From an optimization exercise on the open Yosys and OpenROAD flow, aimed at small area; shortcuts taken in it are not production practice.
Function was checked by simulation only, so behaviour that the tests miss may differ from the original.
In every run shown here, the design's own scripts or RTL, not TritonCTS, make the clock network.
The clock input has no modelled driver; a real chip could not lean on it and would need a root buffer or a full tree.
Power figures rest on the tool's default switching activity, not on a simulated workload.

==> design/flow/design.v <==
module hit_table (input logic ins, input logic [2:0] row, input logic [2:0] col, output logic [3:0] code);
always_comb
    if (!ins) code = 4'b0000;
    else case ({row, col})
        6'd0: code = 4'b1100;
        6'd1: code = 4'b0101;
        6'd2: code = 4'b0101;
        6'd3: code = 4'b0101;
        6'd4: code = 4'b0101;
        6'd5: code = 4'b0101;
        6'd6: code = 4'b0101;
        6'd7: code = 4'b1110;
        6'd8: code = 4'b1000;
        6'd9: code = 4'b1100;
        6'd10: code = 4'b0101;
        6'd11: code = 4'b0101;
        6'd12: code = 4'b0101;
        6'd13: code = 4'b0101;
        6'd14: code = 4'b1110;
        6'd15: code = 4'b1010;
        6'd16: code = 4'b1000;
        6'd17: code = 4'b1000;
        6'd18: code = 4'b1100;
        6'd19: code = 4'b0101;
        6'd20: code = 4'b0101;
        6'd21: code = 4'b1110;
        6'd22: code = 4'b1010;
        6'd23: code = 4'b1010;
        6'd24: code = 4'b1000;
        6'd25: code = 4'b1000;
        6'd26: code = 4'b1000;
        6'd27: code = 4'b1100;
        6'd28: code = 4'b1110;
        6'd29: code = 4'b1010;
        6'd30: code = 4'b1010;
        6'd31: code = 4'b1010;
        6'd32: code = 4'b1101;
        6'd33: code = 4'b1101;
        6'd34: code = 4'b1101;
        6'd35: code = 4'b1101;
        6'd36: code = 4'b0001;
        6'd37: code = 4'b0001;
        6'd38: code = 4'b0001;
        6'd39: code = 4'b0001;
        6'd40: code = 4'b1101;
        6'd41: code = 4'b1101;
        6'd42: code = 4'b1101;
        6'd43: code = 4'b0110;
        6'd44: code = 4'b0110;
        6'd45: code = 4'b0001;
        6'd46: code = 4'b0001;
        6'd47: code = 4'b0001;
        6'd48: code = 4'b1101;
        6'd49: code = 4'b1101;
        6'd50: code = 4'b0110;
        6'd51: code = 4'b0110;
        6'd52: code = 4'b0110;
        6'd53: code = 4'b0110;
        6'd54: code = 4'b0001;
        6'd55: code = 4'b0001;
        6'd56: code = 4'b1101;
        6'd57: code = 4'b0110;
        6'd58: code = 4'b0110;
        6'd59: code = 4'b0110;
        6'd60: code = 4'b0110;
        6'd61: code = 4'b0110;
        6'd62: code = 4'b0110;
        6'd63: code = 4'b0001;
        default: code = 4'b0000;
    endcase
endmodule
module sprite_rom (
    input logic ins,
    input logic left,
    input logic right,
    input logic up,
    input logic [4:0] row,
    input logic [4:0] col,
    output logic [3:0] idx
);
wire new_n19, new_n20, new_n21, new_n22, new_n23, new_n24, new_n25,
    new_n26, new_n27, new_n28, new_n29, new_n30, new_n31, new_n32, new_n33,
    new_n34, new_n35, new_n36, new_n37, new_n38, new_n39, new_n40, new_n41,
    new_n42, new_n43, new_n44, new_n45, new_n46, new_n47, new_n48, new_n49,
    new_n50, new_n51, new_n52, new_n53, new_n54, new_n55, new_n56, new_n57,
    new_n58, new_n59, new_n60, new_n61, new_n62, new_n63, new_n64, new_n65,
    new_n66, new_n67, new_n68, new_n69, new_n70, new_n71, new_n72, new_n73,
    new_n74, new_n75, new_n76, new_n77, new_n78, new_n79, new_n80, new_n81,
    new_n82, new_n83, new_n84, new_n85, new_n86, new_n87, new_n88, new_n89,
    new_n90, new_n91, new_n92, new_n93, new_n94, new_n95, new_n96, new_n97,
    new_n98, new_n99, new_n100, new_n101, new_n102, new_n103, new_n104,
    new_n105, new_n106, new_n107, new_n108, new_n109, new_n110, new_n111,
    new_n112, new_n113, new_n114, new_n115, new_n116, new_n117, new_n118,
    new_n119, new_n120, new_n121, new_n122, new_n123, new_n124, new_n125,
    new_n126, new_n127, new_n128, new_n129, new_n130, new_n131, new_n132,
    new_n133, new_n134, new_n135, new_n136, new_n137, new_n138, new_n139,
    new_n140, new_n141, new_n142, new_n143, new_n144, new_n145, new_n146,
    new_n147, new_n148, new_n149, new_n150, new_n151, new_n152, new_n153,
    new_n154, new_n155, new_n156, new_n157, new_n158, new_n159, new_n160,
    new_n161, new_n162, new_n163, new_n164, new_n165, new_n166, new_n167,
    new_n168, new_n169, new_n170, new_n171, new_n172, new_n173, new_n174,
    new_n175, new_n176, new_n177, new_n178, new_n179, new_n180, new_n181,
    new_n182, new_n183, new_n184, new_n185, new_n186, new_n187, new_n188,
    new_n189, new_n190, new_n191, new_n192, new_n194, new_n195, new_n196,
    new_n197, new_n198, new_n199, new_n200, new_n201, new_n202, new_n203,
    new_n204, new_n205, new_n206, new_n207, new_n208, new_n209, new_n210,
    new_n211, new_n212, new_n213, new_n214, new_n215, new_n216, new_n217,
    new_n218, new_n219, new_n220, new_n221, new_n222, new_n223, new_n224,
    new_n225, new_n226, new_n227, new_n228, new_n229, new_n231, new_n232,
    new_n233, new_n234, new_n235, new_n236, new_n237, new_n238, new_n239,
    new_n240, new_n241, new_n242, new_n243, new_n244, new_n245, new_n246,
    new_n247, new_n248, new_n249, new_n250, new_n251, new_n252, new_n253,
    new_n254, new_n255, new_n256, new_n257, new_n258, new_n259, new_n260,
    new_n261, new_n263, new_n264, new_n265, new_n266, new_n267, new_n268,
    new_n269, new_n270, new_n271, new_n272, new_n273, new_n274, new_n275,
    new_n276, new_n277, new_n278, new_n279, new_n280, new_n281, new_n282,
    new_n283, new_n284, new_n285, new_n286, new_n287, new_n288, new_n289,
    new_n290, new_n291, new_n292, new_n293, new_n294, new_n295, new_n296,
    new_n297, new_n298, new_n299, new_n300, new_n301, new_n302, new_n303;
  assign new_n19 = row[1] & row[0];
  assign new_n20 = ~row[1] & ~row[0];
  assign new_n21 = ~new_n19 & ~new_n20;
  assign new_n22 = ~row[4] & row[3];
  assign new_n23 = new_n21 & new_n22;
  assign new_n24 = col[3] & ~col[1];
  assign new_n25 = ~col[3] & col[1];
  assign new_n26 = ~new_n24 & ~new_n25;
  assign new_n27 = ~up & ~new_n26;
  assign new_n28 = row[2] & ~new_n20;
  assign new_n29 = ~row[2] & ~new_n19;
  assign new_n30 = ~new_n28 & ~new_n29;
  assign new_n31 = ~row[3] & ~new_n19;
  assign new_n32 = ~new_n30 & ~new_n31;
  assign new_n33 = row[3] & new_n28;
  assign new_n34 = ~row[3] & new_n20;
  assign new_n35 = ~row[4] & ~new_n34;
  assign new_n36 = ~new_n33 & new_n35;
  assign new_n37 = new_n32 & new_n36;
  assign new_n38 = row[3] & ~new_n37;
  assign new_n39 = row[4] & ~row[3];
  assign new_n40 = ~new_n23 & ~new_n39;
  assign new_n41 = ~new_n38 & new_n40;
  assign new_n42 = ~col[4] & ~col[3];
  assign new_n43 = col[4] & col[3];
  assign new_n44 = ~new_n42 & ~new_n43;
  assign new_n45 = col[3] & col[2];
  assign new_n46 = ~col[3] & ~col[2];
  assign new_n47 = ~new_n45 & ~new_n46;
  assign new_n48 = ~col[1] & ~col[0];
  assign new_n49 = col[2] & new_n48;
  assign new_n50 = new_n47 & ~new_n49;
  assign new_n51 = up & ~new_n48;
  assign new_n52 = col[1] & col[0];
  assign new_n53 = ~col[4] & new_n52;
  assign new_n54 = ~new_n51 & ~new_n53;
  assign new_n55 = new_n44 & ~new_n54;
  assign new_n56 = new_n50 & ~new_n55;
  assign new_n57 = ~new_n48 & ~new_n52;
  assign new_n58 = up & ~col[1];
  assign new_n59 = new_n57 & ~new_n58;
  assign new_n60 = ~new_n26 & ~new_n59;
  assign new_n61 = new_n56 & new_n60;
  assign new_n62 = new_n44 & ~new_n61;
  assign new_n63 = ~up & ~row[0];
  assign new_n64 = row[1] & ~new_n63;
  assign new_n65 = ~row[3] & ~row[2];
  assign new_n66 = up & row[0];
  assign new_n67 = new_n65 & ~new_n66;
  assign new_n68 = ~new_n64 & new_n67;
  assign new_n69 = row[4] & ~new_n68;
  assign new_n70 = new_n62 & ~new_n69;
  assign new_n71 = ~new_n41 & new_n70;
  assign new_n72 = ~new_n27 & new_n71;
  assign new_n73 = ~new_n23 & ~new_n72;
  assign new_n74 = ~new_n44 & ~new_n60;
  assign new_n75 = row[3] & ~new_n28;
  assign new_n76 = ~new_n74 & new_n75;
  assign new_n77 = new_n47 & new_n57;
  assign new_n78 = ~new_n62 & new_n77;
  assign new_n79 = ~col[2] & ~col[1];
  assign new_n80 = col[2] & col[1];
  assign new_n81 = ~new_n79 & ~new_n80;
  assign new_n82 = ~new_n27 & new_n59;
  assign new_n83 = new_n81 & ~new_n82;
  assign new_n84 = new_n47 & ~new_n83;
  assign new_n85 = new_n44 & ~new_n84;
  assign new_n86 = up & new_n50;
  assign new_n87 = ~new_n85 & ~new_n86;
  assign new_n88 = ~new_n78 & new_n87;
  assign new_n89 = ~new_n76 & ~new_n88;
  assign new_n90 = ~new_n73 & new_n89;
  assign new_n91 = ~up & ~new_n47;
  assign new_n92 = new_n83 & ~new_n91;
  assign new_n93 = new_n37 & new_n92;
  assign new_n94 = new_n88 & new_n93;
  assign new_n95 = ~new_n90 & ~new_n94;
  assign new_n96 = ~row[2] & ~row[1];
  assign new_n97 = new_n91 & new_n96;
  assign new_n98 = row[4] & row[3];
  assign new_n99 = ~row[1] & new_n61;
  assign new_n100 = ~new_n62 & ~new_n99;
  assign new_n101 = new_n98 & ~new_n100;
  assign new_n102 = ~row[2] & row[1];
  assign new_n103 = ~new_n83 & new_n102;
  assign new_n104 = row[2] & ~row[1];
  assign new_n105 = new_n83 & new_n104;
  assign new_n106 = ~new_n103 & ~new_n105;
  assign new_n107 = new_n101 & new_n106;
  assign new_n108 = ~row[2] & new_n61;
  assign new_n109 = up & new_n98;
  assign new_n110 = new_n108 & new_n109;
  assign new_n111 = ~new_n107 & ~new_n110;
  assign new_n112 = row[2] & row[1];
  assign new_n113 = row[4] & ~new_n112;
  assign new_n114 = ~up & ~new_n113;
  assign new_n115 = ~new_n29 & ~new_n98;
  assign new_n116 = ~new_n114 & new_n115;
  assign new_n117 = new_n85 & new_n116;
  assign new_n118 = new_n91 & new_n117;
  assign new_n119 = ~new_n64 & new_n84;
  assign new_n120 = new_n28 & new_n39;
  assign new_n121 = new_n62 & new_n120;
  assign new_n122 = ~new_n119 & new_n121;
  assign new_n123 = ~new_n118 & ~new_n122;
  assign new_n124 = new_n111 & new_n123;
  assign new_n125 = ~new_n97 & ~new_n124;
  assign new_n126 = ~row[2] & new_n31;
  assign new_n127 = new_n41 & ~new_n126;
  assign new_n128 = ~up & ~new_n31;
  assign new_n129 = new_n85 & ~new_n128;
  assign new_n130 = new_n127 & new_n129;
  assign new_n131 = ~new_n47 & ~new_n92;
  assign new_n132 = col[0] & ~new_n47;
  assign new_n133 = ~new_n131 & ~new_n132;
  assign new_n134 = new_n130 & new_n133;
  assign new_n135 = ~left & ~right;
  assign new_n136 = new_n22 & new_n30;
  assign new_n137 = ~new_n62 & new_n136;
  assign new_n138 = ~new_n131 & new_n137;
  assign new_n139 = new_n135 & ~new_n138;
  assign new_n140 = ~new_n134 & new_n139;
  assign new_n141 = ~new_n125 & new_n140;
  assign new_n142 = new_n95 & new_n141;
  assign new_n143 = ~row[3] & ~new_n32;
  assign new_n144 = ~new_n21 & ~new_n143;
  assign new_n145 = ~new_n126 & ~new_n144;
  assign new_n146 = ~new_n26 & new_n47;
  assign new_n147 = new_n44 & ~new_n146;
  assign new_n148 = ~row[4] & new_n147;
  assign new_n149 = ~new_n145 & new_n148;
  assign new_n150 = row[1] & new_n47;
  assign new_n151 = ~row[2] & ~new_n150;
  assign new_n152 = new_n98 & ~new_n151;
  assign new_n153 = new_n147 & ~new_n152;
  assign new_n154 = ~new_n57 & new_n81;
  assign new_n155 = ~new_n47 & ~new_n154;
  assign new_n156 = ~new_n65 & ~new_n155;
  assign new_n157 = ~new_n147 & ~new_n156;
  assign new_n158 = new_n37 & ~new_n157;
  assign new_n159 = ~new_n153 & ~new_n158;
  assign new_n160 = ~new_n149 & ~new_n159;
  assign new_n161 = ~new_n26 & new_n96;
  assign new_n162 = ~row[1] & ~new_n81;
  assign new_n163 = ~left & ~col[3];
  assign new_n164 = left & col[3];
  assign new_n165 = ~new_n163 & ~new_n164;
  assign new_n166 = ~row[2] & new_n165;
  assign new_n167 = ~new_n162 & new_n166;
  assign new_n168 = new_n47 & new_n104;
  assign new_n169 = new_n39 & ~new_n168;
  assign new_n170 = ~new_n167 & new_n169;
  assign new_n171 = ~new_n161 & new_n170;
  assign new_n172 = ~new_n57 & new_n146;
  assign new_n173 = new_n44 & ~new_n172;
  assign new_n174 = ~new_n21 & ~new_n154;
  assign new_n175 = ~new_n173 & ~new_n174;
  assign new_n176 = ~new_n171 & ~new_n175;
  assign new_n177 = new_n160 & ~new_n176;
  assign new_n178 = ~new_n104 & ~new_n146;
  assign new_n179 = ~new_n168 & ~new_n178;
  assign new_n180 = ~row[2] & new_n150;
  assign new_n181 = new_n98 & ~new_n180;
  assign new_n182 = new_n173 & new_n181;
  assign new_n183 = ~new_n179 & new_n182;
  assign new_n184 = ~new_n135 & ~new_n183;
  assign new_n185 = new_n33 & new_n148;
  assign new_n186 = ~new_n21 & ~new_n26;
  assign new_n187 = new_n81 & new_n165;
  assign new_n188 = ~new_n186 & ~new_n187;
  assign new_n189 = new_n185 & new_n188;
  assign new_n190 = new_n184 & ~new_n189;
  assign new_n191 = ~new_n177 & new_n190;
  assign new_n192 = ins & ~new_n191;
  assign idx[3] = ~new_n142 & new_n192;
  assign new_n194 = ~new_n160 & ~new_n185;
  assign new_n195 = ~new_n26 & new_n112;
  assign new_n196 = ~row[3] & ~new_n171;
  assign new_n197 = ~new_n195 & ~new_n196;
  assign new_n198 = row[4] & row[1];
  assign new_n199 = row[3] & ~new_n198;
  assign new_n200 = ~new_n127 & ~new_n199;
  assign new_n201 = new_n187 & new_n199;
  assign new_n202 = ~new_n200 & ~new_n201;
  assign new_n203 = ~new_n160 & new_n202;
  assign new_n204 = new_n65 & ~new_n150;
  assign new_n205 = row[4] & ~new_n146;
  assign new_n206 = ~new_n204 & new_n205;
  assign new_n207 = ~new_n170 & ~new_n206;
  assign new_n208 = ~new_n203 & new_n207;
  assign new_n209 = ~new_n197 & ~new_n208;
  assign new_n210 = ~new_n194 & ~new_n209;
  assign new_n211 = ~new_n135 & ~new_n210;
  assign new_n212 = ~up & ~new_n186;
  assign new_n213 = new_n85 & new_n212;
  assign new_n214 = ~new_n40 & new_n213;
  assign new_n215 = new_n37 & new_n56;
  assign new_n216 = ~new_n117 & ~new_n215;
  assign new_n217 = ~new_n214 & new_n216;
  assign new_n218 = new_n95 & new_n217;
  assign new_n219 = ~up & row[2];
  assign new_n220 = ~new_n111 & ~new_n219;
  assign new_n221 = ~up & new_n30;
  assign new_n222 = new_n71 & ~new_n221;
  assign new_n223 = ~new_n138 & ~new_n222;
  assign new_n224 = ~new_n85 & ~new_n223;
  assign new_n225 = ~new_n130 & new_n135;
  assign new_n226 = ~new_n224 & new_n225;
  assign new_n227 = ~new_n220 & new_n226;
  assign new_n228 = new_n218 & new_n227;
  assign new_n229 = ins & ~new_n228;
  assign idx[2] = ~new_n211 & new_n229;
  assign new_n231 = ~new_n213 & ~new_n223;
  assign new_n232 = new_n37 & ~new_n88;
  assign new_n233 = ~new_n122 & new_n225;
  assign new_n234 = ~new_n232 & new_n233;
  assign new_n235 = ~new_n231 & new_n234;
  assign new_n236 = up & row[2];
  assign new_n237 = new_n101 & ~new_n236;
  assign new_n238 = ~new_n108 & new_n237;
  assign new_n239 = new_n235 & ~new_n238;
  assign new_n240 = new_n218 & new_n239;
  assign new_n241 = ~new_n91 & new_n117;
  assign new_n242 = new_n62 & ~new_n241;
  assign new_n243 = new_n235 & new_n242;
  assign new_n244 = ~new_n107 & new_n243;
  assign new_n245 = ~row[2] & ~new_n161;
  assign new_n246 = ~new_n168 & ~new_n245;
  assign new_n247 = ~new_n207 & ~new_n246;
  assign new_n248 = ~new_n189 & ~new_n247;
  assign new_n249 = ~new_n194 & new_n248;
  assign new_n250 = left & new_n45;
  assign new_n251 = right & ~col[2];
  assign new_n252 = new_n163 & new_n251;
  assign new_n253 = ~new_n250 & ~new_n252;
  assign new_n254 = ~row[1] & ~new_n253;
  assign new_n255 = ~new_n184 & ~new_n254;
  assign new_n256 = ~new_n30 & new_n173;
  assign new_n257 = new_n127 & new_n256;
  assign new_n258 = ~new_n255 & ~new_n257;
  assign new_n259 = ~new_n249 & new_n258;
  assign new_n260 = ins & ~new_n259;
  assign new_n261 = ~new_n244 & new_n260;
  assign idx[1] = ~new_n240 & new_n261;
  assign new_n263 = ~new_n61 & new_n88;
  assign new_n264 = ~new_n30 & ~new_n263;
  assign new_n265 = new_n244 & ~new_n264;
  assign new_n266 = ~row[1] & ~new_n66;
  assign new_n267 = row[2] & ~new_n131;
  assign new_n268 = ~new_n85 & ~new_n267;
  assign new_n269 = ~new_n266 & ~new_n268;
  assign new_n270 = new_n143 & ~new_n269;
  assign new_n271 = ~new_n265 & new_n270;
  assign new_n272 = row[4] & ~new_n244;
  assign new_n273 = ~new_n48 & ~new_n91;
  assign new_n274 = ~new_n81 & ~new_n273;
  assign new_n275 = ~new_n33 & ~new_n65;
  assign new_n276 = ~new_n274 & new_n275;
  assign new_n277 = ~new_n19 & new_n92;
  assign new_n278 = ~new_n276 & ~new_n277;
  assign new_n279 = new_n263 & new_n278;
  assign new_n280 = ~new_n272 & ~new_n279;
  assign new_n281 = ~new_n271 & new_n280;
  assign new_n282 = ~new_n243 & ~new_n264;
  assign new_n283 = new_n61 & new_n64;
  assign new_n284 = ~new_n61 & ~new_n64;
  assign new_n285 = row[2] & ~new_n284;
  assign new_n286 = ~new_n283 & new_n285;
  assign new_n287 = ~new_n20 & new_n74;
  assign new_n288 = new_n39 & ~new_n287;
  assign new_n289 = ~new_n286 & new_n288;
  assign new_n290 = ~new_n282 & new_n289;
  assign new_n291 = new_n225 & ~new_n237;
  assign new_n292 = ~new_n290 & new_n291;
  assign new_n293 = ~new_n281 & new_n292;
  assign new_n294 = row[1] & new_n249;
  assign new_n295 = ~new_n207 & ~new_n294;
  assign new_n296 = ~new_n202 & ~new_n295;
  assign new_n297 = new_n173 & ~new_n296;
  assign new_n298 = new_n32 & new_n57;
  assign new_n299 = new_n157 & ~new_n298;
  assign new_n300 = new_n36 & ~new_n299;
  assign new_n301 = ~new_n225 & ~new_n300;
  assign new_n302 = ~new_n297 & new_n301;
  assign new_n303 = ins & ~new_n302;
  assign idx[0] = ~new_n293 & new_n303;
endmodule
module palette (
    input logic [3:0] idx,
    input logic mode_sel,
    input logic invert,
    output logic [7:0] rgb,
    output logic dr
);
wire new_n16, new_n17, new_n18, new_n19, new_n20, new_n22, new_n23,
    new_n24, new_n25, new_n27, new_n28, new_n29, new_n30, new_n31, new_n32,
    new_n34, new_n35, new_n36, new_n37, new_n38, new_n40, new_n41, new_n42,
    new_n43, new_n44, new_n45, new_n46, new_n47, new_n49, new_n50, new_n51,
    new_n52, new_n54, new_n55, new_n56, new_n58, new_n59, new_n60, new_n62;
  assign new_n16 = idx[2] & idx[1];
  assign new_n17 = ~idx[2] & ~idx[1];
  assign new_n18 = idx[3] & ~new_n17;
  assign new_n19 = ~idx[3] & idx[0];
  assign new_n20 = ~new_n18 & ~new_n19;
  assign dr = new_n16 | ~new_n20;
  assign new_n22 = mode_sel & new_n17;
  assign new_n23 = ~invert & ~new_n16;
  assign new_n24 = ~new_n18 & new_n23;
  assign new_n25 = ~new_n22 & new_n24;
  assign rgb[7] = dr & ~new_n25;
  assign new_n27 = idx[3] & idx[0];
  assign new_n28 = ~invert & new_n27;
  assign new_n29 = dr & ~new_n28;
  assign new_n30 = idx[1] & ~mode_sel;
  assign new_n31 = idx[2] & idx[0];
  assign new_n32 = ~new_n30 & new_n31;
  assign rgb[6] = new_n29 | new_n32;
  assign new_n34 = ~idx[2] & ~new_n22;
  assign new_n35 = ~invert & ~new_n34;
  assign new_n36 = new_n29 & ~new_n35;
  assign new_n37 = ~new_n18 & ~new_n36;
  assign new_n38 = ~idx[0] & new_n23;
  assign rgb[5] = ~new_n37 & ~new_n38;
  assign new_n40 = idx[3] & ~idx[1];
  assign new_n41 = ~invert & ~new_n40;
  assign new_n42 = ~new_n20 & ~new_n41;
  assign new_n43 = ~idx[2] & idx[1];
  assign new_n44 = new_n27 & new_n43;
  assign new_n45 = ~new_n42 & ~new_n44;
  assign new_n46 = new_n16 & ~new_n32;
  assign new_n47 = ~idx[3] & new_n46;
  assign rgb[4] = ~new_n45 | new_n47;
  assign new_n49 = ~new_n37 & new_n46;
  assign new_n50 = idx[1] & new_n19;
  assign new_n51 = ~new_n46 & new_n50;
  assign new_n52 = ~new_n42 & ~new_n51;
  assign rgb[3] = new_n49 | ~new_n52;
  assign new_n54 = new_n16 & new_n19;
  assign new_n55 = ~new_n40 & ~new_n54;
  assign new_n56 = ~invert & ~new_n55;
  assign rgb[2] = dr & ~new_n56;
  assign new_n58 = ~idx[0] & new_n16;
  assign new_n59 = ~new_n32 & ~new_n58;
  assign new_n60 = ~idx[3] & ~new_n59;
  assign rgb[1] = ~new_n45 | new_n60;
  assign new_n62 = new_n46 & ~new_n60;
  assign rgb[0] = new_n36 | new_n62;
endmodule
module Player_Block_T (
    input  logic        clk,
    input  logic        resetN,
    input  logic [10:0] pixelX,
    input  logic [10:0] pixelY,
    input  logic        startOfFrame,
    input  logic        up_key,
    input  logic        down_key,
    input  logic        left_key,
    input  logic        right_key,
    input  logic        column_collision,
    input  logic [1:0]  speed_level,
    input  logic        mode_sel,
    input  logic        game_on,
    input  logic        player_hit,
    input  logic        turbo_pulse,
    output logic [10:0] player_topLeftX,
    output logic [10:0] player_topLeftY,
    output logic        playerDR,
    output logic [7:0]  playerRGB,
    output logic        player_invulnerable
);
localparam logic [3:0] HIT_EMPTY = 4'b0010;
logic [2:0]  st;
logic [10:0] x;
logic [9:0]  y;
logic [10:1] x_hi;                      
logic [9:1]  y_hi;
logic        x_lo, y_lo;                
assign x = {x_hi, x_lo};
assign y = {y_hi, y_lo};
logic [1:0]  spd;                       
logic        f_up, f_dn, f_lf, f_rt;    
logic        ydir, xdir;                
logic [3:0]  hit;
logic [3:0]  hit_code;                  
logic [2:0] amt;                        
assign amt = (spd == 2'd1) ? 3'd3 : (spd == 2'd2) ? 3'd4 : 3'd2;
logic [10:0] dxm;
logic [9:0]  dym;
assign dxm = (f_lf | f_rt) ? (xdir ? {8'd0, amt} : -{8'd0, amt}) : 11'd0;
assign dym = (f_up | f_dn) ? (ydir ? {7'd0, amt} : -{7'd0, amt}) : 10'd0;
wire in_move = ~st[1] & st[0];                  
wire hit_open = (hit[1:0] != 2'b11) && (hit != HIT_EMPTY);
wire x_below = (x[10:5] == 6'd0) & ~(x[2] & x[1]);                  
wire x_above = x[10] & x[7] & (x[5] | (x[4:0] == 5'b11111));        
wire y_below = (y[9:5] == 5'b00010);                                 
wire y_above = y[9] & y[8] & y[6] & y[5] & (y[2:0] != 3'd0);        
wire is_idle = ~(st[2] | st[1] | st[0]);        
wire is_sof  = st[1] & st[0];                    
wire is_chg  = st[1] & ~st[0];                   
wire [10:0] xs = x + (st[0] ? 11'd0 : dxm);
wire [9:0]  ys = y + (st[0] ? 10'd0 : dym);
wire x_clamp = x_below | x_above;
wire y_clamp = y_below | y_above;
wire x_ld_lo = is_idle | (is_sof & hit[3]) | x_clamp;
wire y_ld_lo = is_idle | (is_sof & hit[2]) | y_clamp;
wire x_ld_hi = is_idle | x_clamp;
wire y_ld_hi = is_idle | y_clamp;
logic [10:0] x_n;
logic [9:0]  y_n;
assign x_n[5:0]  = x_ld_lo ? 6'b011110 : xs[5:0];
assign x_n[10:6] = x_ld_hi ? (x_above ? 5'b10010 : 5'b00000) : xs[10:6];
assign y_n[5:0]  = y_ld_lo ? 6'b100000 : ys[5:0];
assign y_n[9:6]  = y_ld_hi ? (y_above ? 4'b1101 : 4'b0001) : ys[9:6];
always_ff @(posedge clk or negedge resetN)
    if (!resetN) begin
        st  <= 3'b000;
        spd <= 2'd0;
        x_hi <= 10'd0;
        y_hi <= 9'd0;
    end else begin
        x_hi <= x_n[10:1];
        y_hi <= y_n[9:1];
        st  <= {is_chg, st[0] & (st[1] | startOfFrame), ~st[1] & (st[0] | game_on)};
        if (is_chg) spd <= speed_level;
    end
always_ff @(posedge clk) begin
    x_lo <= x_n[0];
    y_lo <= y_n[0];
end
always_ff @(posedge clk) begin
    ydir <= (in_move & down_key & ~f_dn) | (ydir & ~(in_move & up_key & ~f_up));
    xdir <= (in_move & right_key & ~f_rt) | (xdir & ~(in_move & left_key & ~f_lf));
end
always_ff @(posedge clk) begin
    if (~st[2] & ~st[0]) begin                   
        f_up <= 1'b0; f_dn <= 1'b0; f_lf <= 1'b0; f_rt <= 1'b0;
    end else if (in_move) begin
        if (up_key)    f_up <= 1'b1;
        if (down_key)  f_dn <= 1'b1;
        if (left_key)  f_lf <= 1'b1;
        if (right_key) f_rt <= 1'b1;
    end
    if (is_idle || is_sof)
        hit <= HIT_EMPTY;
    else if (in_move && column_collision) begin
        if (hit == HIT_EMPTY)
            hit <= hit_code;
        else if (hit_open && hit_code != hit && (hit_code[3] | hit_code[2] | hit_code[0]))   
            hit <= {hit[3] | hit_code[3], hit[2] | hit_code[2], 2'b11};
    end
end
assign player_topLeftX = {1'b0, x[10:1]};
assign player_topLeftY = {2'b0, y[9:1]};
logic [5:0] dxl, dyl;                   
logic [4:0] dxh;
logic [3:0] dyh;
assign dxl = {1'b0, pixelX[4:0]} - {1'b0, x[5:1]};
assign dyl = {1'b0, pixelY[4:0]} - {1'b0, y[5:1]};
assign dxh = pixelX[9:5] - x[10:6] - {4'd0, dxl[5]};
assign dyh = pixelY[8:5] - y[9:6] - {3'd0, dyl[5]};
logic       ins;
logic [4:0] ox, oy;
always_ff @(posedge clk or negedge resetN)
    if (!resetN) ins <= 1'b0;
    else         ins <= (dxh == 5'd0) && (dyh == 4'd0);
always_ff @(posedge clk) begin
    ox <= dxl[4:0];
    oy <= dyl[4:0];
end
logic [3:0] idx_n, hc_n, col_idx;
sprite_rom rom (.ins(ins), .left(left_key), .right(right_key), .up(up_key),
                .row(oy), .col(ox), .idx(idx_n));
hit_table ht (.ins(ins), .row(oy[4:2]), .col(ox[4:2]), .code(hc_n));
always_ff @(posedge clk) begin
    col_idx  <= idx_n;
    hit_code <= hc_n;
end
logic [4:0] s;
always_ff @(posedge clk or negedge resetN)
    if (!resetN)          s <= 5'd0;
    else if (s == 5'd0)   begin if (player_hit) s <= 5'd1; end
    else if (s[4] & s[2] & s[1]) s <= 5'd0;       
    else if (turbo_pulse) s <= s + 5'd1;
assign player_invulnerable = (s != 5'd0);
palette pal (.idx(col_idx), .mode_sel(mode_sel), .invert(s[0]),
             .dr(playerDR), .rgb(playerRGB));
endmodule
==> design/flow/flow/run.sh <==
#!/bin/bash
# Layout flow: the standard synthesis; then an area-oriented re-mapping of the
# combinational logic only (every register instance is kept as synthesis made it);
# then the standard layout steps, with single-strength port buffers and a
# lighter clock tree (flow/cts_hook.tcl). Each tool's output goes to a log_*.log file here.
set -euo pipefail
HERE=$(pwd)
R=$HERE/orfs/results/sky130hd/Player_Block_T/base

# 1. standard synthesis, unchanged
bash standard.sh synth > log_1_standard_synth.log 2>&1
cp "$R/1_2_yosys.v" "$HERE/standard_1_2_yosys.v"

# 2. re-map the combinational logic for area (registers are black boxes here);
#    16 runs with different optimisation seeds from the netlist as it is, 16 from it
#    after one ABC dc2 pass, 16 after an ABC resyn2-style pass and 16 with &deepsyn's
#    two-input-LUT option, each also mapped with other amap settings; the smallest
#    netlist is kept
bash flow/remap.sh "$HERE/standard_1_2_yosys.v" "$HERE/remapped_a.v" "$HERE/remap_a" 16 "-J 1000" \
    > log_2_remap_a.log 2>&1
bash flow/remap.sh "$HERE/standard_1_2_yosys.v" "$HERE/remapped_b.v" "$HERE/remap_b" 16 "-J 1000" "dc2" \
    > log_2_remap_b.log 2>&1
bash flow/remap.sh "$HERE/standard_1_2_yosys.v" "$HERE/remapped_c.v" "$HERE/remap_c" 16 "-J 1000" \
    "balance; rewrite; refactor; balance; rewrite; rewrite -z; balance; refactor -z; rewrite -z; balance" \
    > log_2_remap_c.log 2>&1
bash flow/remap.sh "$HERE/standard_1_2_yosys.v" "$HERE/remapped_d.v" "$HERE/remap_d" 16 "-J 1000 -t" \
    > log_2_remap_d.log 2>&1
best=""; best_area=""
for v in a b c d; do
  a=$(sed -n 's/^keeping run .* (area \(.*\))$/\1/p' log_2_remap_$v.log)
  echo "$v: $a" >> log_2_remap.log
  if [[ -z "$best" ]] || (( $(echo "$a < $best_area" | bc -l) )); then best=$v; best_area=$a; fi
done
echo "keeping $best" >> log_2_remap.log
cp "$HERE/remapped_$best.v" "$HERE/remapped_1_2_yosys.v"
cp "$HERE/remapped_1_2_yosys.v" "$R/1_2_yosys.v"
touch "$R/1_2_yosys.v"

# 3. the rest of the standard layout
export BUFFER_PORTS_ARGS="-buffer_cell sky130_fd_sc_hd__buf_1"
export SKIP_REPAIR_TIE_FANOUT=1
export PRE_CTS_TCL="$HERE/flow/cts_hook.tcl"
export FLOW_CLK_K=4
export FLOW_CLK_MODE=bisect
export FLOW_CLK_SLEW_PS=105
bash standard.sh > log_3_standard_layout.log 2>&1
==> design/flow/flow/cts_hook.tcl <==
rename clock_tree_synthesis __orfs_clock_tree_synthesis
proc clock_tree_synthesis { args } {
  set block [ord::get_db_block]
  set port_net [[$block findBTerm clk] getNet]
  set master [[ord::get_db] findMaster sky130_fd_sc_hd__clkbuf_4]
  set k $::env(FLOW_CLK_K)
  set pins {}
  foreach it [$port_net getITerms] {
    set loc [[$it getInst] getLocation]
    lappend pins [list $it [lindex $loc 0] [lindex $loc 1]]
  }
  set n [llength $pins]
  if {[info exists ::env(FLOW_CLK_MODE)] && $::env(FLOW_CLK_MODE) eq "bisect"} {
    # balanced: split by x into halves, then each half by y (k = 4)
    set k 4
    set byx [lsort -integer -index 1 $pins]
    set h [expr {$n / 2}]
    set groups [list [lrange $byx 0 [expr {$h - 1}]] [lrange $byx $h end]]
    set pins {}; set assign {}
    set c 0
    foreach g $groups {
      set byy [lsort -integer -index 2 $g]
      set m [expr {[llength $byy] / 2}]
      foreach p [lrange $byy 0 [expr {$m - 1}]] { lappend pins $p; lappend assign $c }
      incr c
      foreach p [lrange $byy $m end] { lappend pins $p; lappend assign $c }
      incr c
    }
  } else {
  # k-means, seeded with pins spread along x+y order
  set sorted [lsort -integer -index 1 $pins]
  set cx {}; set cy {}
  for {set c 0} {$c < $k} {incr c} {
    set p [lindex $sorted [expr {int(($c + 0.5) * $n / $k)}]]
    lappend cx [lindex $p 1]; lappend cy [lindex $p 2]
  }
  for {set iter 0} {$iter < 50} {incr iter} {
    set assign {}
    foreach p $pins {
      set best 0; set bd 1e30
      for {set c 0} {$c < $k} {incr c} {
        set dx [expr {[lindex $p 1] - [lindex $cx $c]}]; set dy [expr {[lindex $p 2] - [lindex $cy $c]}]
        set d [expr {abs($dx) + abs($dy)}]
        if {$d < $bd} { set bd $d; set best $c }
      }
      lappend assign $best
    }
    for {set c 0} {$c < $k} {incr c} { set sx($c) 0; set sy($c) 0; set sn($c) 0 }
    foreach p $pins a $assign {
      set sx($a) [expr {$sx($a) + [lindex $p 1]}]; set sy($a) [expr {$sy($a) + [lindex $p 2]}]; incr sn($a)
    }
    set ncx {}; set ncy {}
    for {set c 0} {$c < $k} {incr c} {
      if {$sn($c) > 0} { lappend ncx [expr {$sx($c) / $sn($c)}]; lappend ncy [expr {$sy($c) / $sn($c)}] } else { lappend ncx [lindex $cx $c]; lappend ncy [lindex $cy $c] }
    }
    set cx $ncx; set cy $ncy
  }
  }
  for {set c 0} {$c < $k} {incr c} { set sx($c) 0; set sy($c) 0; set sn($c) 0 }
  foreach p $pins a $assign {
    set sx($a) [expr {$sx($a) + [lindex $p 1]}]; set sy($a) [expr {$sy($a) + [lindex $p 2]}]; incr sn($a)
  }
  set cx {}; set cy {}
  for {set c 0} {$c < $k} {incr c} {
    if {$sn($c) > 0} { lappend cx [expr {$sx($c) / $sn($c)}]; lappend cy [expr {$sy($c) / $sn($c)}] } else { lappend cx 0; lappend cy 0 }
  }
  for {set c 0} {$c < $k} {incr c} {
    if {$sn($c) == 0} continue
    set buf [odb::dbInst_create $block $master clkbuf_leaf_$c]
    set net [odb::dbNet_create $block clknet_leaf_$c]
    $net setSigType CLOCK
    [$buf findITerm A] connect $port_net
    [$buf findITerm X] connect $net
    $buf setLocation [lindex $cx $c] [lindex $cy $c]
    $buf setPlacementStatus PLACED
    set nets($c) $net
  }
  foreach p $pins a $assign {
    set it [lindex $p 0]
    $it disconnect
    $it connect $nets($a)
  }
  set_propagated_clock [all_clocks]
  foreach size {8 16 none} {
    estimate_parasitics -placement
    set upsized 0
    for {set c 0} {$c < $k} {incr c} {
      if {$sn($c) == 0} continue
      set worst 0
      foreach it [$nets($c) getITerms] {
        if {[$it isOutputSignal]} continue
        set pin [get_pins [[$it getInst] getName]/[[$it getMTerm] getName]]
        set sl [expr {[get_property $pin slew_max] * 1000.0}]
        if {$sl > $worst} { set worst $sl }
      }
      set bufinst [$block findInst clkbuf_leaf_$c]
      puts "clock buffer $c ([[$bufinst getMaster] getName]) drives $sn($c) clock pins, worst slew [format %.1f $worst] ps"
      if {$worst > $::env(FLOW_CLK_SLEW_PS) && $size ne "none"} {
        $bufinst swapMaster [[ord::get_db] findMaster sky130_fd_sc_hd__clkbuf_$size]
        set upsized 1
      }
    }
    if {!$upsized} break
  }
  unset_propagated_clock [all_clocks]
}
==> design/flow/flow/remap.abc <==
strash
@PRE@
&get -n
&deepsyn @T@ -S @SEED@
&put
write_blif @DEEP@
dch -f
amap
topo
dnsize
==> design/flow/flow/remap.sh <==
#!/bin/bash
# remap.sh IN.v OUT.v WORKDIR NSEEDS "DEEPSYN-LIMIT-OPTIONS" ["ABC-PRE-COMMANDS"]
# Re-maps the combinational logic of IN.v for area NSEEDS times in parallel, each
# with its own seed for ABC's &deepsyn (then mapped with amap). Each optimised logic
# network is then also mapped with a few other amap settings (after ABC's cec proves
# it equal to IN.v's logic), and the smallest netlist of all is kept as OUT.v.
set -euo pipefail
IN=$1; OUT=$2; W=$3; NS=$4; T=$5; PRE=${6:-strash}
HERE=$(cd "$(dirname "$0")" && pwd)
LIB=$FLOW_HOME/platforms/sky130hd/lib/sky130_fd_sc_hd__tt_025C_1v80.lib
DU=$(grep -o 'cell *( *"\{0,1\}sky130_fd_sc_hd__\(lpflow\|probe\|fill\)[a-z0-9_]*' "$LIB" \
     | sed 's/.*sky130/sky130/' | sort -u | sed 's/^/-dont_use /' | tr '\n' ' ')
MAPS=("amap -F 2" "amap -F 3" "amap -A 8 -F 2" "amap -m")
mkdir -p "$W"
ys() {  # ys NAME ABCSCRIPT : one yosys re-mapping run
  sed -e "s|@LIB@|$LIB|g" -e "s|@DU@|$DU|" -e "s|@IN@|$IN|" \
      -e "s|@OUT@|$W/remapped_$1.v|" -e "s|@ABC@|$2|" "$HERE/remap.ys" > "$W/remap_$1.ys"
  yosys -s "$W/remap_$1.ys" > "$W/log_remap_yosys_$1.log" 2>&1 || true
}
for ((s = 0; s < NS; s++)); do
  sed -e "s|@SEED@|$s|g" -e "s|@T@|$T|g" -e "s|@PRE@|$PRE|" -e "s|@DEEP@|$W/deep_$s.blif|" \
      "$HERE/remap.abc" > "$W/remap_$s.abc"
  ys "$s" "$W/remap_$s.abc" &
done
wait
names=()
for ((s = 0; s < NS; s++)); do
  names+=("$s")
  [[ -f "$W/deep_$s.blif" ]] || continue
  for ((m = 0; m < ${#MAPS[@]}; m++)); do
    sed -e "s|@DEEP@|$W/deep_$s.blif|g" -e "s|@MAP@|${MAPS[$m]}|" "$HERE/remap_map.abc" > "$W/remap_${s}m$m.abc"
    ys "${s}m$m" "$W/remap_${s}m$m.abc" &
    names+=("${s}m$m")
  done
  while (( $(jobs -r | wc -l) >= 16 )); do sleep 1; done
done
wait
best=""; best_area=""
for n in "${names[@]}"; do
  L="$W/log_remap_yosys_$n.log"
  a=$(grep 'Chip area' "$L" 2>/dev/null | tail -1 | grep -o '[0-9.]*$' || true)
  ok=1
  grep -q "Found and reported 0 problems" "$L" 2>/dev/null || ok=0
  if [[ "$n" == *m* ]] && ! grep -q "Networks are equivalent" "$L"; then ok=0; fi
  if [[ -n "$a" && $ok == 1 ]]; then
    echo "run $n: area $a"
    if [[ -z "$best" ]] || (( $(echo "$a < $best_area" | bc -l) )); then best=$n; best_area=$a; fi
  else
    echo "run $n: failed"
  fi
done
[[ -n "$best" ]] || { echo "no re-mapping succeeded"; exit 1; }
echo "keeping run $best (area $best_area)"
cp "$W/remapped_$best.v" "$OUT"
==> design/flow/flow/remap.ys <==
# Re-map the combinational cells of the standard synthesis netlist for area.
# Register cells (and tie cells) stay black boxes, so they keep names and types.
read_liberty -ignore_miss_func @LIB@
blackbox sky130_fd_sc_hd__df* sky130_fd_sc_hd__edf* sky130_fd_sc_hd__sdf* sky130_fd_sc_hd__dl* sky130_fd_sc_hd__conb_1
read_verilog @IN@
hierarchy -top Player_Block_T
flatten
opt_clean
stat
abc -liberty @LIB@ @DU@ -script @ABC@
opt_clean -purge
hilomap -singleton -hicell sky130_fd_sc_hd__conb_1 HI -locell sky130_fd_sc_hd__conb_1 LO
splitnets
opt_clean -purge
stat -liberty @LIB@

write_verilog -noattr -noexpr -nohex -nodec @OUT@
# sanity check of the written netlist with the cells as black boxes
design -reset
read_liberty -lib @LIB@
read_verilog @OUT@
hierarchy -top Player_Block_T
check -assert
==> design/flow/flow/remap_map.abc <==
strash
cec @DEEP@
read_blif @DEEP@
strash
dch -f
@MAP@
topo
dnsize
==> design/flow/standard.sh <==
#!/bin/bash
# synth_recipe.tcl (not shown) runs the flow's synth.tcl, then flattens the netlist and writes it again
# the make line also repeats each setting of config.mk as NAME=value (left out here)
make -C /OpenROAD-flow-scripts/flow DESIGN_CONFIG=/design/flow/config.mk WORK_HOME=/design/flow/orfs CLKGATE_MAP_FILE= SYNTH_SCRIPT=/design/flow/synth_recipe.tcl "${@:-finish}"
==> design/flow/config.mk <==
export PLATFORM = sky130hd
export DESIGN_NAME = Player_Block_T
export DESIGN_NICKNAME = Player_Block_T
export VERILOG_FILES = /design/flow/design.v
export SDC_FILE = /design/flow/constraint.sdc
export NUM_CORES = 8
export LEC_CHECK = 0
export ABC_AREA = 1
export CAP_MARGIN = 20
export CORE_MARGIN = 2
export CORE_UTILIZATION = 65
export PLACE_DENSITY = 0.75
export SLEW_MARGIN = 20
==> design/flow/constraint.sdc <==
create_clock -name core_clock -period 10.0 [get_ports {clk}]
set_input_delay 2.0000 -clock core_clock [delete_from_list [all_inputs] [get_ports {clk}]]
set_output_delay 2.0000 -clock core_clock [all_outputs]
set_load 0.01 [all_outputs]
==> results of run 1 <==
worst min-delay path: cells and delay by family, from the launching register on:
kind	cells	cell delay [ns]
buffers and inverters	1	0.05
AO/OA/AOI/OAI	1	0.06
flip-flops	1	0.34
sequential cells by signal, summed over array words and instances (netlist names), 4 cells and up:
| signal | cells |
|---|---|
| x_hi | 10 |
| y_hi | 9 |
| ox | 5 |
| oy | 5 |
| s | 5 |
| col_idx | 4 |
| hit | 4 |
| hit_code | 4 |
area by class of cell:
cell class	instances	area [um2]	area share
inverters	99	371.6	0.08493
multi-input cells	427	2273	0.5196
repair buffers	61	230.2	0.05262
flip-flops and latches	60	1351	0.3088
well taps	75	93.84	0.02145
plain buffers	4	55.05	0.01258
through the flow:
| stage | hold WS (ns) | util | setup WS [ns] | instances |
|---|---|---|---|---|
| after global routing | 0.5110 | 0.7390 | 4.673 | 726 |
| after global placement | 0.4580 | 0.7297 | 4.797 | 722 |
| after detailed placement | 0.4645 | 0.7297 | 4.846 | 722 |
| after floorplan | 0.4430 | - | 5.147 | 586 |
| after CTS | 0.4718 | 0.7390 | 4.850 | 726 |
| final | 0.4858 | 0.7390 | 4.892 | 726 |
worst max path at each step:
stage                     slack, ns      from                 end  cells after the start
after CTS                      4.85    up_key  col_idx[0]$_DFF_P_                     14
after global routing           4.67    up_key  col_idx[0]$_DFF_P_                     14
after detailed placement       4.85    up_key  col_idx[0]$_DFF_P_                     14
final                          4.89    up_key  col_idx[0]$_DFF_P_                     14
after floorplan                5.15  mode_sel        playerRGB[0]                      7
after global placement         4.80    up_key  col_idx[0]$_DFF_P_                     15
power by group:
group | total (mW) | switching [mW] | internal, mW | leakage (nW)
clock network | 0.0989 | 0.0618 | 0.0371 | 0.0288
registers | 0.409 | 0.0955 | 0.314 | 0.615
logic | 0.838 | 0.582 | 0.256 | 0.929
per-layer routing:
metal,up-vias,part of all wire,global-route usage
met5,-,0,0
met4,0,0.056,0.1767
met3,87,0.087,0.05435
met2,317,0.47,0.6032
met1,2132,0.39,0.4261
li1,2261,-,-
==> flow_summary.json, run 1 <==
{
  "antenna_found_initial": 0,
  "clk_latency_ns": 0.16,
  "r2r_cells": 15,
  "power_density_nw_per_um2": 307.6,
  "setup_viol": 0,
  "gp_congestion": 0.9876,
  "cpPeakStageDelay_ns": 0.40,
  "cp.required_ns": 10.03,
  "max_slew_margin": 0.4280,
  "vias": 4797,
  "syn_nets": 622,
  "worstPathCellList": "buf_1, clkinv_1, o21ai_0, o21ai_0, clkinv_1, nor2_1, nor2_1, clkinv_1, nor4_1, a211o_1, nor3_1, o32ai_1, o311a_1, nor3_1",
  "crit_family": "compound AO/OA/AOI/OAI gates",
  "fin_crit_ns": 5.108,
  "die_w_um": 82.41,
  "cp_common_cell": "clkinv_1",
  "hold_buffers": 0,
  "netlist_instances": 586,
  "worstHoldStart": "f_up$_SDFFE_PP0P_",
  "vias_per_cell": 6.607,
  "critPathKind": "in -> reg",
  "yosysWarningCount": 2,
  "min_to": "f_up$_SDFFE_PP0P_",
  "first_global_vias": 4296,
  "grt_max_degree": 31,
  "rrSetupSlack_ns": 5.16,
  "cp.arrival_ns": 5.14,
  "ant_nets": 0,
  "drt_iter0_drc": 504,
  "placement.io_buffers": 61,
  "cap_violations": 0,
  "tightest_slew_ns": 0.8364,
  "cp-start-kind": "input port",
  "syn_area_um2": 3996,
  "chipHeight_um": 82.41,
  "critPathSlowestCell": "clkinv_1",
  "nFillCells": 444,
  "finClkSkew_ns": 0.008148,
  "regToRegEndpoint": "col_idx[0]$_DFF_P_",
  "grt-ovfl-total": 0,
  "final_common_cell": "nor2_1",
  "period_share": 0.5108,
  "tns_ns": 0,
  "n_antenna_cell": 0,
  "worstPathMaxFanout": 11,
  "fmax_ghz": 0.1958,
  "hold_viol": 0,
  "io_pins": 68,
  "hold_path.class": "reg -> reg",
  "reg2reg_from": "ox[3]$_DFF_P_",
  "final_nets": 689,
  "cts.reportedPaths.clkPinSlew_ns": 0.10,
  "rsz0062_at_grt": "false",
  "placed_area_um2": 4320,
  "grt_pass1_wl_um": 19000,
  "die-area_um2": 6791,
  "final_area_um2": 4375,
  "route.detailed.drc": 0,
  "syn_avg_cell_area_um2": 6.820,
  "most-common-layout-cells": "nor2_1, clkinv_1, o21ai_0, buf_1",
  "rows": 28,
  "drtPass1Iterations": 7,
  "syn2layout_area_growth_pct": 9.487,
  "cp-end-kind": "register",
  "post_cts_buffers": 0,
  "status": "finished clean",
  "hold_depth": 2,
  "dp_hpwl_um": 9195,
  "grtUsageTotal": 0.3513,
  "cts_resized": 0,
  "core-area_um2": 5921,
  "critPathBufInv": 4,
  "wire_per_inst_um": 16.43,
  "start_util": 0.6750,
  "vdd_drop_max_mv": 0.2112,
  "drive_gt1_frac": 0.007680,
  "finalPower_mw": 1.346,
  "wirelength_um": 11930,
  "report.final.slew_viol_count": 0,
  "power_leakage_nw": 1.572
}
==> run 2, diff against run 1 <==
--- a/design/flow/design.v
+++ b/design/flow/design.v
@@ -516,10 +516,11 @@
 wire is_idle = ~(st[2] | st[1] | st[0]);        
 wire is_sof  = st[1] & st[0];                    
 wire is_chg  = st[1] & ~st[0];                   
-wire [10:0] xs = x + (st[0] ? 11'd0 : dxm);
-wire [9:0]  ys = y + (st[0] ? 10'd0 : dym);
-wire x_clamp = x_below | x_above;
-wire y_clamp = y_below | y_above;
+wire is_lim  = st[2];                            
+wire [10:0] xs = x + (is_chg ? dxm : 11'd0);
+wire [9:0]  ys = y + (is_chg ? dym : 10'd0);
+wire x_clamp = is_lim & (x_below | x_above);
+wire y_clamp = is_lim & (y_below | y_above);
 wire x_ld_lo = is_idle | (is_sof & hit[3]) | x_clamp;
 wire y_ld_lo = is_idle | (is_sof & hit[2]) | y_clamp;
 wire x_ld_hi = is_idle | x_clamp;
@@ -527,9 +528,9 @@
 logic [10:0] x_n;
 logic [9:0]  y_n;
 assign x_n[5:0]  = x_ld_lo ? 6'b011110 : xs[5:0];
-assign x_n[10:6] = x_ld_hi ? (x_above ? 5'b10010 : 5'b00000) : xs[10:6];
+assign x_n[10:6] = x_ld_hi ? ((is_lim & x_above) ? 5'b10010 : 5'b00000) : xs[10:6];
 assign y_n[5:0]  = y_ld_lo ? 6'b100000 : ys[5:0];
-assign y_n[9:6]  = y_ld_hi ? (y_above ? 4'b1101 : 4'b0001) : ys[9:6];
+assign y_n[9:6]  = y_ld_hi ? ((is_lim & y_above) ? 4'b1101 : 4'b0001) : ys[9:6];
 always_ff @(posedge clk or negedge resetN)
     if (!resetN) begin
         st  <= 3'b000;
@@ -564,7 +565,7 @@
     else if (in_move && column_collision) begin
         if (hit == HIT_EMPTY)
             hit <= hit_code;
-        else if (hit_open && hit_code != hit && (hit_code[3] | hit_code[2] | hit_code[0]))   
+        else if (hit_open && hit_code != hit && hit_code != 4'b0000)
             hit <= {hit[3] | hit_code[3], hit[2] | hit_code[2], 2'b11};
     end
 end
==> flow_summary.json, run 2 <==
{
  "route.layer.met1.wl_um": 4849,
  "cp.arrival_ns": 3.75,
  "n_antenna_cell": 0,
  "route.met3.wl_um": 1073,
  "drive_gt1_frac": 0.007622,
  "syn2layout_area_growth_pct": 9.469,
  "netlist_instances": 591,
  "cts.reportedPaths.clkPinSlew_ns": 0.08,
  "cp-end-kind": "output pin",
  "drtPass1Iterations": 6,
  "syn_avg_cell_area_um2": 6.775,
  "finClkSkew_ns": 0.01308,
  "clk_latency_ns": 0.16,
  "hold_viol": 0,
  "rrSetupSlack_ns": 5.91,
  "period_share": 0.5754,
  "cts_resized": 0,
  "post_cts_buffers": 0,
  "cap_violations": 0,
  "most-common-layout-cells": "nor2_1, clkinv_1, buf_1",
  "rows": 28,
  "die_w_um": 82.49,
  "cp.required_ns": 8.00,
  "dp_cells": 727,
  "placement.io_buffers": 61,
  "start_util": 0.6762,
  "top_layer": "met4",
  "antenna_found_initial": 0,
  "hold_path.class": "reg -> reg",
  "cp-start-kind": "input port",
  "fin_crit_ns": 5.754,
  "multi_input_area_um2": 2333,
  "wire_per_inst_um": 15.81,
  "grtUsageTotal": 0.3440,
  "status": "finished clean",
  "nFillCells": 459,
  "regArea_um2": 1351,
  "power_density_nw_per_um2": 289.0,
  "die-area_um2": 6804,
  "worstPathMaxFanout": 2,
  "largest_reg_flops": 10,
  "reg_top3": "x_hi x10, y_hi x9",
  "max_slew_margin": 0.4595,
  "drt_iter0_drc": 507,
  "setup_viol": 0,
  "wirelength_um": 11560,
  "routed-wl-met2_um": 5311,
  "io_pins": 68,
  "core-area_um2": 5921,
  "tightest_slew_ns": 0.7903,
  "critPathKind": "in -> out",
  "tns_ns": 0,
  "ant_nets": 0,
  "gp_congestion": 1.041,
  "grt_max_degree": 31,
  "vias": 4731,
  "grt_pass1_wl_um": 18770,
  "rsz0062_at_grt": "false",
  "report.final.slew_viol_count": 0,
  "vias_per_cell": 6.472,
  "first_global_vias": 4082,
  "dp_hpwl_um": 8928,
  "chipHeight_um": 82.49,
  "top_register": "x_hi",
  "vdd_drop_max_mv": 0.2275,
  "grt-ovfl-total": 0,
  "power_leakage_nw": 1.571,
  "final_cells": 731,
  "syn_area_um2": 4004,
  "hold_buffers": 0,
  "fmax_ghz": 0.1738,
  "final_nets": 694,
  "syn_nets": 627,
  "yosysWarningCount": 2,
  "final_common_cell": "nor2_1",
  "route.detailed.drc": 0
}
-- run 2: layer usage --
| layer | vias to the layer above | track usage |
|---|---|---|
| met5 | - | 0 |
| met2 | 305 | 0.5790 |
| met1 | 2122 | 0.4654 |
| li1 | 2256 | - |
| met4 | 0 | 0.09667 |
| met3 | 48 | 0.04239 |
-- run 2: path summary, 6_finish.rpt --
| kind | start | to | depth (start not counted) |
|---|---|---|---|
| setup reg to reg | ox[3]$_DFF_P_ | col_idx[0]$_DFF_P_ | 20 |
| max in group asynchronous | resetN | ins$_DFF_PN0_ | 1 |
| setup / recovery | mode_sel | playerRGB[3] | 11 |
| hold / removal | f_rt$_SDFFE_PP0P_ | xdir$_DFF_P_ | 1 |
| hold reg to reg | f_rt$_SDFFE_PP0P_ | xdir$_DFF_P_ | 1 |
| min in group asynchronous | resetN | s[3]$_DFFE_PN0P_ | 1 |
-- run 2: metrics by stage --
stage | instance area (um2) | power, mW | setup slack, ns | hold WS [ns] | util
4_1_cts | 4383 | 1.215 | 4.364 | 0.4734 | 0.7403
2_1_floorplan | 4004 | 0.9322 | 4.610 | 0.4430 | -
3_5_place_dp | 4328 | 1.137 | 4.369 | 0.4611 | 0.7310
5_1_grt | 4383 | 1.366 | 4.030 | 0.5078 | 0.7403
3_3_place_gp | 4328 | 1.122 | 4.385 | 0.4589 | 0.7310
6_report | 4383 | 1.267 | 4.246 | 0.4875 | 0.7403
-- run 2: report_power, final --
group          internal [mW]  total [mW]  switching [mW]
combinational          0.235       0.756           0.521
sequential             0.315       0.414          0.0988
clock                 0.0370      0.0971          0.0601
-- run 2: area by class of cell --
| type | instances | area share |
|---|---|---|
| Multi-Input combinational cell | 446 | 0.5324 |
| Sequential cell | 60 | 0.3083 |
| Inverter | 85 | 0.07279 |
| Timing Repair Buffer | 61 | 0.05253 |
| Tap cell | 75 | 0.02141 |
| Buffer | 4 | 0.01256 |
-- run 2: critical path, stage by stage --
cell,delay [ns]
buf_1,0.11
o21a_1,0.15
a211oi_1,0.10
nor2_1,0.17
o21ai_0,0.16
o211ai_1,0.17
clkinv_1,0.16
nor4_1,0.36
nor2_1,0.10
o31ai_1,0.08
buf_1,0.17
==> run 3, diff against run 2 <==
--- a/design/flow/flow/run.sh
+++ b/design/flow/flow/run.sh
@@ -13,9 +13,8 @@
 
 # 2. re-map the combinational logic for area (registers are black boxes here);
 #    16 runs with different optimisation seeds from the netlist as it is, 16 from it
-#    after one ABC dc2 pass, 16 after an ABC resyn2-style pass and 16 with &deepsyn's
-#    two-input-LUT option, each also mapped with other amap settings; the smallest
-#    netlist is kept
+#    after one ABC dc2 pass and 16 after an ABC resyn2-style pass, each also mapped
+#    with other amap settings; the smallest netlist is kept
 bash flow/remap.sh "$HERE/standard_1_2_yosys.v" "$HERE/remapped_a.v" "$HERE/remap_a" 16 "-J 1000" \
     > log_2_remap_a.log 2>&1
 bash flow/remap.sh "$HERE/standard_1_2_yosys.v" "$HERE/remapped_b.v" "$HERE/remap_b" 16 "-J 1000" "dc2" \
@@ -23,10 +22,8 @@
 bash flow/remap.sh "$HERE/standard_1_2_yosys.v" "$HERE/remapped_c.v" "$HERE/remap_c" 16 "-J 1000" \
     "balance; rewrite; refactor; balance; rewrite; rewrite -z; balance; refactor -z; rewrite -z; balance" \
     > log_2_remap_c.log 2>&1
-bash flow/remap.sh "$HERE/standard_1_2_yosys.v" "$HERE/remapped_d.v" "$HERE/remap_d" 16 "-J 1000 -t" \
-    > log_2_remap_d.log 2>&1
 best=""; best_area=""
-for v in a b c d; do
+for v in a b c; do
   a=$(sed -n 's/^keeping run .* (area \(.*\))$/\1/p' log_2_remap_$v.log)
   echo "$v: $a" >> log_2_remap.log
   if [[ -z "$best" ]] || (( $(echo "$a < $best_area" | bc -l) )); then best=$v; best_area=$a; fi
==> flow_summary.json, run 3 <==
{
  "tns_ns": 0,
  "die_w_um": 82.49,
  "dp_cells": 727,
  "vdd_drop_max_mv": 0.2275,
  "most-common-layout-cells": "nor2_1, clkinv_1, buf_1",
  "chipHeight_um": 82.49,
  "rows": 28,
  "placed_area_um2": 4328,
  "hold_buffers": 0,
  "core-area_um2": 5921,
  "antenna_found_initial": 0,
  "cap_violations": 0,
  "final_common_cell": "nor2_1",
  "yosysWarningCount": 2,
  "top_register": "x_hi",
  "syn2layout_area_growth_pct": 9.469,
  "post_cts_buffers": 0,
  "drt_iter0_drc": 507,
  "swShare": 0.5368,
  "syn_avg_cell_area_um2": 6.775,
  "p_comb_frac": 0.597,
  "wire_per_inst_um": 15.81,
  "die-area_um2": 6804,
  "ant_nets": 0,
  "critPathKind": "in -> out",
  "period_share": 0.5754,
  "dp_hpwl_um": 8928,
  "largest_reg_flops": 10,
  "drive_gt1_frac": 0.007622,
  "clk_latency_ns": 0.16,
  "drtPass1Iterations": 6,
  "hold_path.class": "reg -> reg",
  "power_density_nw_per_um2": 289.0,
  "gp_congestion": 1.041,
  "finalPower_mw": 1.267,
  "grt_max_degree": 31,
  "tightest_slew_ns": 0.7903,
  "report.final.slew_viol_count": 0,
  "first_global_vias": 4082,
  "fin_crit_ns": 5.754,
  "multi_input_area_um2": 2333,
  "io_pins": 68,
  "seq_power_share": 0.327,
  "final_nets": 694,
  "placement.io_buffers": 61,
  "hold_viol": 0,
  "grtUsageTotal": 0.3440,
  "vias": 4731,
  "vias_per_cell": 6.472,
  "route.layer.met1.wl_um": 4849,
  "switching_power_mw": 0.6800,
  "status": "finished clean",
  "start_util": 0.6762,
  "syn_area_um2": 4004,
  "cp-end-kind": "output pin",
  "max_slew_margin": 0.4595,
  "power_leakage_nw": 1.571,
  "top_layer": "met4",
  "cp.arrival_ns": 3.75,
  "grt-ovfl-total": 0,
  "rsz0062_at_grt": "false",
  "p_int_mw": 0.5867,
  "wirelength_um": 11560,
  "clockPowerShare": 0.077,
  "final_area_um2": 4383,
  "netlist_instances": 591,
  "routed-wl-met2_um": 5311,
  "syn_nets": 627,
  "n_antenna_cell": 0,
  "worstPathMaxFanout": 2,
  "reg_top3": "x_hi x10, y_hi x9",
  "final_cells": 731,
  "route.detailed.drc": 0,
  "nFillCells": 459,
  "cts_resized": 0,
  "route.met3.wl_um": 1073,
  "finClkSkew_ns": 0.01308,
  "cp.required_ns": 8.00,
  "grt_pass1_wl_um": 18770,
  "setup_viol": 0,
  "regArea_um2": 1351,
  "cts.reportedPaths.clkPinSlew_ns": 0.08,
  "fmax_ghz": 0.1738,
  "cp-start-kind": "input port"
}
## run 3: worst paths after layout
path,depth (start not counted),slack [ns],startpoint,to
worst max-delay path,11,4.25,mode_sel,playerRGB[3]
worst min-delay path,1,0.49,f_rt$_SDFFE_PP0P_,xdir$_DFF_P_
worst max register to register,20,5.91,ox[3]$_DFF_P_,col_idx[0]$_DFF_P_
worst min register to register,1,0.49,f_rt$_SDFFE_PP0P_,xdir$_DFF_P_
max in group asynchronous,1,7.61,resetN,ins$_DFF_PN0_
min in group asynchronous,1,1.90,resetN,s[3]$_DFFE_PN0P_
## run 3: area by class of cell
type                            count  share of cell area
Tap cell                           75             0.02141
Buffer                              4             0.01256
Sequential cell                    60              0.3083
Inverter                           85             0.07279
Timing Repair Buffer               61             0.05253
Multi-Input combinational cell    446              0.5324
## run 3: worst max-delay path, cell delays in order
cell and delay, ns:
buf_1 0.11, o21a_1 0.15, a211oi_1 0.10, nor2_1 0.17
o21ai_0 0.16, o211ai_1 0.17, clkinv_1 0.16, nor4_1 0.36
nor2_1 0.10, o31ai_1 0.08, buf_1 0.17
## run 3: metal layers
layer | global-route usage | vias to the layer above
met5 | 0 | -
met4 | 0.09667 | 0
met3 | 0.04239 | 48
met2 | 0.5790 | 305
met1 | 0.4654 | 2122
li1 | - | 2256
## run 3: power by group through the flow
| stage | Clock (mW) | Sequential [mW] | Combinational, mW |
|---|---|---|---|
| after floorplan | 0 | 0.397 | 0.535 |
| after global placement | 0 | 0.411 | 0.711 |
| after detailed placement | 0 | 0.416 | 0.721 |
| after CTS | 0.0727 | 0.417 | 0.725 |
| after global routing | 0.105 | 0.427 | 0.834 |
| final | 0.0971 | 0.414 | 0.756 |
## run 3: per-stage QoR
step / worst slack (ns) / util / hold slack [ns]
final: 4.246 / 0.7403 / 0.4875
after global routing: 4.030 / 0.7403 / 0.5078
after CTS: 4.364 / 0.7403 / 0.4734
after detailed placement: 4.369 / 0.7310 / 0.4611
after global placement: 4.385 / 0.7310 / 0.4589
after floorplan: 4.610 / - / 0.4430

-- separate check: timing with driven ports --
In the flow no input, the clock included, has a driving cell. The finished layouts below were timed again as built, in two steps.
Step 1, drivers: a clkbuf_16 drives clk and a buf_2 each remaining input, both assumed.
Step 2 also shifts input and output timing later by t, the mid clock arrival at the registers, as if the neighbouring blocks saw the same clock.
Three values: ideal, step 1, step 2; two values: the first two.
| run | t (ns) | setup WS [ns] | worst setup path at the end | slew at the worst register clock pin (ns) | cell pins on the clock port's net |
|---|---|---|---|---|---|
| run 1 | 0.212 | 4.892 / 4.927 / 4.714 | input to register | 0.10 / 0.10 | 4 |
| run 2 | 0.202 | 4.246 / 4.224 / 4.224 | input to output | 0.10 / 0.10 | 4 |
| run 3 | 0.202 | 4.246 / 4.224 / 4.224 | input to output | 0.10 / 0.10 | 4 |
After both steps setup and hold are still met in every run listed. The setup slack of run 1, which loses most, moves by +0.035 ns with the drivers and by -0.178 ns with both steps.
